Background: an optimization exercise with open tools, aiming at small area. Do not read the settings as production practice. In this exercise RTL edits were held to simulation tests only and were not proved equivalent to the original. Power figures rest on the tool's default switching activity, not on a simulated workload.

Setup of wip/onyx:
## PCIE_TX_ARB
module PCIE_TX_ARB (
    input   wire                clk,
    input   wire                rst_n,
    input   wire    [3:0]       in_valid,
    output  wire    [3:0]       in_ready,
    input   wire    [127:0]     in_data,
    output  wire                out_valid,
    input   wire                out_ready,
    output  wire    [31:0]      out_data,
    output  wire    [31:0]      out_crc
);
export LEC_CHECK = 0
export CAP_MARGIN = 10
export CORE_MARGIN = 2
export CORE_UTILIZATION = 60
export CTS_CLUSTER_DIAMETER = 50
export CTS_CLUSTER_SIZE = 14
export SETUP_SLACK_MARGIN = 0.3
export SLEW_MARGIN = 10
create_clock -name core_clock -period 5.0 [get_ports {clk}]
standard.sh (not shown) runs the stock make flow with config.mk's settings and CLKGATE_MAP_FILE= SYNTH_SCRIPT=/design/flow/synth_recipe.tcl, a recipe that flattens the netlist after the stock synthesis.
==> flow/flow/run.sh <==
#!/bin/bash
# Layout flow: the standard ORFS flow with two changes:
#  - (port buffers as in the standard flow)
#  - clock tree synthesis runs without dummy loads, with clkbuf_8 buffers.
# Each tool's output goes to a log file in this folder.
set -o pipefail
cp standard.sh standard_sh_copy.txt
export CTS_ARGS="-sink_clustering_enable -repair_clock_nets -sink_clustering_size 14 -sink_clustering_max_diameter 50 -dont_use_dummy_load -buf_list sky130_fd_sc_hd__clkbuf_8"
bash standard.sh > standard_flow.log 2>&1
Modified inputs, wip/nickel compared to wip/onyx
- changing SLEW_MARGIN from 10 to 0
- removing SETUP_SLACK_MARGIN (formerly 0.3)
- changing CTS_CLUSTER_DIAMETER from 50 to 70
- changing CTS_CLUSTER_SIZE from 14 to 22
- changing CAP_MARGIN from 10 to 0
==> flow/flow/run.sh <==
#!/bin/bash
# Layout flow: the standard ORFS flow with two changes:
#  - port buffers use the smallest buffer cell (buf_1) instead of the default pick;
#  - clock tree synthesis runs without dummy loads.
# Each tool's output goes to a log file in this folder.
set -o pipefail
cp standard.sh standard_sh_copy.txt
export BUFFER_PORTS_ARGS="-buffer_cell sky130_fd_sc_hd__buf_1"
export CTS_ARGS="-sink_clustering_enable -repair_clock_nets -sink_clustering_size 22 -sink_clustering_max_diameter 70 -dont_use_dummy_load"
bash standard.sh > standard_flow.log 2>&1
## What came out
wip/nickel: all stages done; final checks FAILED (max-capacitance violations, max-slew violations, negative setup slack).
wip/nickel gives more global-route wire length before repair than wip/onyx did.
Diff wip/onyx -> wip/nickel: critical path depth now smaller; routed wire length on met2 now smaller.
Multi-input combinational cell area: wip/nickel vs wip/onyx — no meaningful difference
Diff wip/onyx -> wip/nickel: number of antenna violations at the first check in global routing rose by 18%, clock latency at the later pin of the worst-skew pair fell by 0.17 ns.
In wip/nickel the core utilization turned out 0.29 points lower than in wip/onyx.
Diff wip/onyx -> wip/nickel | aggregate routed wire length | up slightly
NOTE total non-filler cell area in the finished layout wip/onyx->wip/nickel decreased slightly
wip/onyx -> wip/nickel: post-detailed-route count of antenna-violating nets flat
The following lists how wip/raven was set up differently from wip/nickel:
- CTS_CLUSTER_SIZE changed from 22 to 30
- CTS_CLUSTER_DIAMETER changed from 70 to 60
==> flow/run.sh (new file) <==
#!/bin/bash
# synth_recipe.tcl (not shown) runs the flow's synth.tcl, then flattens the netlist and writes it again
# the make line also repeats each setting of config.mk as NAME=value (left out here)
make -C /OpenROAD-flow-scripts/flow DESIGN_CONFIG=/design/flow/config.mk WORK_HOME=/design/flow/orfs CLKGATE_MAP_FILE= SYNTH_SCRIPT=/design/flow/synth_recipe.tcl finish
removed: flow/flow/run.sh
removed: flow/standard.sh
### Flow results
Summary of the comparison: met1 track utilization from global routing is lower in wip/raven, relative to wip/nickel.
As far as number of setup buffers added after CTS goes, wip/nickel and wip/raven are indistinguishable; the numbers are identical.
wip/raven vs wip/nickel — maximum vdd ir drop rose about 9%.
wip/raven reached the final stage; the timing, DRC and antenna checks on its layout passed.
#### Input delta (wip/indigo over wip/raven)
- an added SETUP_SLACK_MARGIN of 0.3
- a change of CAP_MARGIN from 0 to 10
- a change of SLEW_MARGIN from 0 to 10
- a change of CTS_CLUSTER_SIZE from 30 to 14
- a change of CORE_UTILIZATION from 60 to 65
- a change of CTS_CLUSTER_DIAMETER from 60 to 50
==> flow/flow/run.sh (new file) <==
#!/bin/bash
# Layout flow: the standard ORFS flow with one change:
#  - clock tree synthesis runs without dummy loads, with clkbuf_8 buffers.
# Each tool's output goes to a log file in this folder.
set -o pipefail
cp standard.sh standard_sh_copy.txt
export CTS_ARGS="-sink_clustering_enable -repair_clock_nets -sink_clustering_size 14 -sink_clustering_max_diameter 50 -dont_use_dummy_load -buf_list sky130_fd_sc_hd__clkbuf_8"
bash standard.sh > standard_flow.log 2>&1
==> flow/standard.sh (new file) <==
#!/bin/bash
# synth_recipe.tcl (not shown) runs the flow's synth.tcl, then flattens the netlist and writes it again
# the make line also repeats each setting of config.mk as NAME=value (left out here)
make -C /OpenROAD-flow-scripts/flow DESIGN_CONFIG=/design/flow/config.mk WORK_HOME=/design/flow/orfs CLKGATE_MAP_FILE= SYNTH_SCRIPT=/design/flow/synth_recipe.tcl "${@:-finish}"
removed: flow/run.sh
Results
- Setup slack: wip/indigo vs wip/raven up 0.21 ns
- From wip/raven to wip/indigo the numbers moved as follows: sequential share of layout area climbed 1.4 points; non-clock buffer count dropped about 2.3%; placeable core area dropped 7.5%; peak supply drop climbed 19%; final cell area excluding filler cells dropped 2600 µm².
- | buffering overhead | wip/indigo vs wip/raven | ≈ equal |
- Diff wip/raven -> wip/indigo | die outline area | down by a little under 10%

==> afterwards: timing with drivers on the ports <==
How much do the figures lean on ideal ports? The routed layouts below were timed once more, with nothing changed but the port constraints.
Step 1 (the two cells are an assumption about what drives the block):
set clk [get_ports {clk}]
set_driving_cell -lib_cell sky130_fd_sc_hd__clkbuf_16 $clk
set_driving_cell -lib_cell sky130_fd_sc_hd__buf_2 [delete_from_list [all_inputs] $clk]
Step 2, shift: input delay + t, output delay - t, t = (earliest + latest rising clock arrival at the registers) / 2. This alone moves slack from input paths to output paths.
a / b / c = ideal ports / drivers / drivers and shift; a / b = the first two.
run	shift t [ns]	setup slack, ns	cell pins on the clock port's net
wip/onyx	1.038	0.191 / 0.191 / 0.191	1
wip/nickel	0.871	-0.070 / -0.070 / -0.070	1
wip/raven	0.931	0.181 / 0.181 / 0.181	1
wip/indigo	1.048	0.393 / 0.393 / 0.393	1
